From an optimization exercise on the open Yosys and OpenROAD flow, aimed at small area; shortcuts taken in it are not production practice. Only simulation tests tie the RTL to the original design; equivalence was not proved.

==> flow/design.v <==
`timescale 1ns / 1ps
module moving_average_v4 #(
    parameter DATA_WIDTH = 16
) (
    input wire clk,
    input wire rst_n,
    input wire enable,
    input wire data_refresh,
    input wire output_refresh_mode,
    input wire signed [DATA_WIDTH-1:0] din,
    input wire [2:0] mode,
    output reg signed [DATA_WIDTH-1:0] dout,
    output reg output_pulse
);
reg [15:0] h [1:16];
reg [3:0] c;
reg full;
reg [18:0] r7;
reg [19:0] r16;
wire we = enable & data_refresh;
wire wen = ~we;
wire v1 = full | (c != 4'd0);
wire v2 = full | (c >= 4'd2);
wire v3 = full | (c >= 4'd3);
wire v7 = full | (c >= 4'd7);
wire [15:0] h1m  = v1 ? h[1] : 16'd0;
wire [15:0] h2m  = (v2 && mode[1]) ? h[2] : 16'd0;
wire [15:0] h3m  = (v3 && mode[1] && mode[0]) ? h[3] : 16'd0;
wire [15:0] h7m  = v7 ? h[7] : 16'd0;
wire [15:0] h16m = full ? h[16] : 16'd0;
wire [15:0] t7  = we ? h7m : din;
wire [15:0] t16 = we ? h16m : din;
genvar k;
wire [15:0] p0, q0, p1, q1;
wire [15:0] s16;
wire [16:0] ca;
generate
    for (k = 0; k < 16; k = k + 1) begin : g_s16
        fa u_r0 (.a(din[k]), .b(h1m[k]), .ci(h2m[k]), .s(p0[k]), .co(q0[k]));
        if (k == 0) begin : b0
            assign q1[0] = p0[0] & h3m[0];
            assign p1[0] = 1'b0;
            assign s16[0] = 1'b0;
            assign ca[1] = 1'b0;
        end else begin : bk
            fa u_r1 (.a(p0[k]), .b(q0[k-1]), .ci(h3m[k]), .s(p1[k]), .co(q1[k]));
            if (k == 1) begin : b1
                assign s16[1] = p1[1] ^ q1[0];
                assign ca[2] = p1[1] & q1[0];
            end else begin : bc
                fa u_a (.a(p1[k]), .b(q1[k-1]), .ci(ca[k]), .s(s16[k]), .co(ca[k+1]));
            end
        end
    end
endgenerate
wire [18:0] dinx7 = {{3{din[15]}}, din};
wire [18:0] nt7 = ~{{3{t7[15]}}, t7};
wire [18:0] s8, r7n;
wire [19:0] cb, cc;
assign s8[0] = r7[0] ^ din[0];
assign cb[1] = r7[0] & din[0];
assign r7n[0] = s8[0] ^ t7[0];
assign cc[1] = s8[0] | nt7[0];
generate
    for (k = 1; k < 19; k = k + 1) begin : g_s8
        fa u_a (.a(r7[k]), .b(dinx7[k]), .ci(cb[k]), .s(s8[k]), .co(cb[k+1]));
        fa u_b (.a(s8[k]), .b(nt7[k]), .ci(cc[k]), .s(r7n[k]), .co(cc[k+1]));
    end
endgenerate
wire [19:0] dinx16 = {{4{din[15]}}, din};
wire [19:0] nt16 = ~{{4{t16[15]}}, t16};
wire [19:0] p2, q2, r16n;
wire [20:0] cd;
generate
    for (k = 0; k < 20; k = k + 1) begin : g_r16
        fa u_r (.a(r16[k]), .b(dinx16[k]), .ci(nt16[k]), .s(p2[k]), .co(q2[k]));
        if (k == 0) begin : b0
            assign r16n[0] = ~p2[0];
            assign cd[1] = p2[0];
        end else begin : bk
            fa u_a (.a(p2[k]), .b(q2[k-1]), .ci(cd[k]), .s(r16n[k]), .co(cd[k+1]));
        end
    end
endgenerate
wire [15:0] hd [1:16];
wire [15:0] hsrc [1:16];
assign hsrc[1] = din;
genvar g;
generate
    for (g = 1; g <= 16; g = g + 1) begin : gh
        if (g > 1) begin : gs
            assign hsrc[g] = h[g-1];
        end
        for (k = 0; k < 16; k = k + 1) begin : gb
            sel2 u_s (.s(we), .sn(wen), .a(hsrc[g][k]), .b(h[g][k]), .y(hd[g][k]));
        end
    end
endgenerate
integer i;
always @(posedge clk) begin
    for (i = 1; i <= 16; i = i + 1) h[i] <= hd[i];
end
wire e_din = enable & ((mode == 3'b000) | (mode[2] & mode[1]));
wire e_1   = enable & (mode == 3'b001);
wire e_23  = enable & (mode[2:1] == 2'b01);
wire e_4   = enable & (mode == 3'b100);
wire e_5   = enable & (mode == 3'b101);
wire e_h   = ~enable;
wire [15:0] m1  = {s16[15], s16[15:1]};
wire [15:0] m23 = {{2{s16[15]}}, s16[15:2]};
wire [15:0] dn;
generate
    for (k = 0; k < 16; k = k + 1) begin : g_out
        wire y0, y1;
        ao3n u_o0 (.a0(e_din), .b0(din[k]), .a1(e_1), .b1(m1[k]), .a2(e_23), .b2(m23[k]), .y(y0));
        ao3n u_o1 (.a0(e_4), .b0(s8[k+3]), .a1(e_5), .b1(r16[k+4]), .a2(e_h), .b2(dout[k]), .y(y1));
        assign dn[k] = ~(y0 & y1);
    end
endgenerate
always @(posedge clk or negedge rst_n) begin
    if (!rst_n) begin
        c <= 4'd0;
        full <= 1'b0;
        r7 <= 19'd0;
        r16 <= 20'd0;
        dout <= 16'd0;
        output_pulse <= 1'b0;
    end else begin
        r7 <= r7n;
        r16 <= r16n;
        dout <= dn;
        if (enable) begin
            if (data_refresh) begin
                c <= c + 4'd1;
                if (c == 4'd15) full <= 1'b1;
            end
            if (!data_refresh)
                output_pulse <= 1'b0;
            else if (output_refresh_mode)
                output_pulse <= 1'b1;
            else
                case (mode)
                    3'b001: output_pulse <= c[0];
                    3'b010: output_pulse <= (c[1:0] == 2'b10);
                    3'b011: output_pulse <= (c[1:0] == 2'b11);
                    3'b100: output_pulse <= (c[2:0] == 3'b111);
                    3'b101: output_pulse <= (c == 4'b1111);
                    default: output_pulse <= 1'b1;
                endcase
        end
    end
end
endmodule
module fa (
    input wire a,
    input wire b,
    input wire ci,
    output wire s,
    output wire co
);
assign s = a ^ b ^ ci;
assign co = (a & b) | (a & ci) | (b & ci);
endmodule
module sel2 (
    input wire s,
    input wire sn,
    input wire a,
    input wire b,
    output wire y
);
assign y = (s & a) | (sn & b);
endmodule
module ao3n (
    input wire a0, input wire b0,
    input wire a1, input wire b1,
    input wire a2, input wire b2,
    output wire y
);
assign y = ~((a0 & b0) | (a1 & b1) | (a2 & b2));
endmodule
export LEC_CHECK = 0
export CAP_MARGIN = 20
export CORE_MARGIN = 2
export CORE_UTILIZATION = 70
export PLACE_DENSITY = 0.8
export SLEW_MARGIN = 20
export SYNTH_HIERARCHICAL = 1
create_clock -name core_clock -period 11.0 [get_ports {clk}]
standard.sh (not shown) runs the stock make flow with config.mk's settings and CLKGATE_MAP_FILE= SYNTH_SCRIPT=/design/flow/synth_recipe.tcl, a recipe that flattens the netlist after the stock synthesis.
==> flow/flow/run.sh <==
#!/bin/bash
# Standard layout, with smaller port buffers and a clock tree without dummy loads.
set -e
export BUFFER_PORTS_ARGS="-buffer_cell sky130_fd_sc_hd__buf_1"
export CTS_ARGS="-sink_clustering_enable -repair_clock_nets -sink_clustering_size 18 -sink_clustering_max_diameter 55 -buf_list sky130_fd_sc_hd__clkbuf_8 -dont_use_dummy_load"
bash standard.sh > standard.log 2>&1
Rerun with:
--- a/flow/design.v
+++ b/flow/design.v
@@ -110,12 +110,11 @@
 wire [15:0] m23 = {{2{s16[15]}}, s16[15:2]};
 wire [15:0] dn;
 generate
     for (k = 0; k < 16; k = k + 1) begin : g_out
-        wire y0, y1;
-        ao3n u_o0 (.a0(e_din), .b0(din[k]), .a1(e_1), .b1(m1[k]), .a2(e_23), .b2(m23[k]), .y(y0));
-        ao3n u_o1 (.a0(e_4), .b0(s8[k+3]), .a1(e_5), .b1(r16[k+4]), .a2(e_h), .b2(dout[k]), .y(y1));
-        assign dn[k] = ~(y0 & y1);
+        ao6 u_o (.a0(e_din), .b0(din[k]), .a1(e_1), .b1(m1[k]), .a2(e_23), .b2(m23[k]),
+                 .a3(e_4), .b3(s8[k+3]), .a4(e_5), .b4(r16[k+4]), .a5(e_h), .b5(dout[k]),
+                 .y(dn[k]));
     end
 endgenerate
 always @(posedge clk or negedge rst_n) begin
     if (!rst_n) begin
@@ -169,12 +168,15 @@
     output wire y
 );
 assign y = (s & a) | (sn & b);
 endmodule
-module ao3n (
+module ao6 (
     input wire a0, input wire b0,
     input wire a1, input wire b1,
     input wire a2, input wire b2,
+    input wire a3, input wire b3,
+    input wire a4, input wire b4,
+    input wire a5, input wire b5,
     output wire y
 );
-assign y = ~((a0 & b0) | (a1 & b1) | (a2 & b2));
+assign y = (a0 & b0) | (a1 & b1) | (a2 & b2) | (a3 & b3) | (a4 & b4) | (a5 & b5);
 endmodule
Core utilization stays flat.
Final area rises by 0.43%.
Synthesized area rises by 0.47%.
Hold slack gains 38 ps.
Register-to-register slack got worse by 340 ps.
Final cell count is higher by 1.4%.

## gamma
RTL: the design.v shown in full above, as it stands there.
==> flow/config.mk <==
export PLATFORM = sky130hd
export DESIGN_NAME = moving_average_v4
export DESIGN_NICKNAME = moving_average_v4
export VERILOG_FILES = /design/flow/design.v
export SDC_FILE = /design/flow/constraint.sdc
export NUM_CORES = 4
export LEC_CHECK = 0
export CAP_MARGIN = 20
export CORE_MARGIN = 2
export CORE_UTILIZATION = 70
export PLACE_DENSITY = 0.8
export SLEW_MARGIN = 20
export SYNTH_HIERARCHICAL = 1
==> flow/constraint.sdc <==
create_clock -name core_clock -period 11.0 [get_ports {clk}]
set_input_delay 2.2000 -clock core_clock [delete_from_list [all_inputs] [get_ports {clk}]]
set_output_delay 2.2000 -clock core_clock [all_outputs]
set_load 0.01 [all_outputs]
==> flow/flow/run.sh <==
#!/bin/bash
# Standard layout, with smaller port buffers and a clock tree without dummy loads.
set -e
export BUFFER_PORTS_ARGS="-buffer_cell sky130_fd_sc_hd__buf_1"
export CTS_ARGS="-sink_clustering_enable -repair_clock_nets -sink_clustering_size 20 -sink_clustering_max_diameter 60 -buf_list sky130_fd_sc_hd__clkbuf_8 -dont_use_dummy_load"
bash standard.sh > standard.log 2>&1
Setup changes, gamma to epsilon
-- flow/design.v --
<<< gamma, line 68
    end
endgenerate
wire [19:0] dinx16 = {{4{din[15]}}, din};
wire [19:0] nt16 = ~{{4{t16[15]}}, t16};
wire [19:0] p2, q2, r16n;
wire [20:0] cd;
generate
    for (k = 0; k < 20; k = k + 1) begin : g_r16
        fa u_r (.a(r16[k]), .b(dinx16[k]), .ci(nt16[k]), .s(p2[k]), .co(q2[k]));
        if (k == 0) begin : b0
            assign r16n[0] = ~p2[0];
            assign cd[1] = p2[0];
        end else begin : bk
            fa u_a (.a(p2[k]), .b(q2[k-1]), .ci(cd[k]), .s(r16n[k]), .co(cd[k+1]));
        end
    end
endgenerate
>>> epsilon, line 68
    end
endgenerate
wire [15:0] nt16 = ~t16;
wire [16:0] d;
wire [16:0] ce;
wire [19:0] r16n;
wire [20:0] cd;
assign d[0] = ~(din[0] ^ nt16[0]);
assign ce[1] = din[0] | nt16[0];
generate
    for (k = 1; k < 16; k = k + 1) begin : g_d
        fa u_d (.a(din[k]), .b(nt16[k]), .ci(ce[k]), .s(d[k]), .co(ce[k+1]));
    end
endgenerate
assign d[16] = din[15] ^ nt16[15] ^ ce[16];
wire [19:0] dx = {{3{d[16]}}, d};
assign r16n[0] = r16[0] ^ d[0];
assign cd[1] = r16[0] & d[0];
generate
    for (k = 1; k < 20; k = k + 1) begin : g_r16
        fa u_a (.a(r16[k]), .b(dx[k]), .ci(cd[k]), .s(r16n[k]), .co(cd[k+1]));
    end
endgenerate
Notes after the runs:
- Flip-flop and latch count: gamma vs epsilon identical
- Against gamma, epsilon comes in about 4.5% higher on number of cells traversed by the worst register-to-register path.
- Looking at critical path depth, epsilon sits 3 above gamma.
- | post-route clock period utilization | lower: gamma |
- Fraction of area in registers delta (epsilon -> gamma): insignificant
- Number of cells after detailed placement, epsilon and gamma: higher on epsilon
- Routed wire length on met3 delta for epsilon relative to gamma: 17% higher
- Hold slack: epsilon worse than gamma
- Comparing epsilon against gamma, there is no change at all in number of nets with antenna violations after detailed routing.
- Comparing epsilon and gamma, the lower total wire length after detailed routing was measured on gamma.
- For the CTS buffer count, epsilon came in about 5% higher than gamma did.
- The routed length per placed instance was comparable across epsilon and gamma.
- The global-route usage in epsilon sits 0.44 points above the value recorded for gamma.
- On design area, epsilon and gamma are basically level.

==> port drivers added, routing unchanged <==
Ports are ideal in the flow. The routed layouts listed here were re-timed in OpenROAD.
Step 1 assumes that a clkbuf_16 drives the clock port and a buf_2 every other input.
Step 2 adds t to the input delays and takes it off the output delays; t is the mean of the earliest and latest rising clock arrival at the registers after step 1. Input paths then give back, and output paths get back, about the clock's delay inside the block.
Three values: ideal ports, drivers, drivers and shift; two values: the first two.
run | shift t [ns] | slack for setup (ns) | worst register clock-pin slew, ns | worst data-port slew with drivers (ns) | cell pins on the clock port's net
the first run of note 1 | 0.593 | 0.570 / 0.588 / -0.006 | 0.11 / 0.11 | 0.04 | 1
the second run of note 1 | 0.587 | 0.445 / 0.459 / -0.128 | 0.11 / 0.11 | 0.05 | 1
gamma | 0.569 | 0.557 / 0.570 / 0.001 | 0.12 / 0.12 | 0.04 | 1
epsilon | 0.572 | 0.285 / 0.303 / -0.269 | 0.11 / 0.11 | 0.04 | 1
With both steps, setup timing fails in the first run of note 1, the second run of note 1 and epsilon, where it was met with ideal ports. The setup slack of the first run of note 1, which loses most, moves by +0.018 ns with the drivers and by -0.576 ns with both steps.
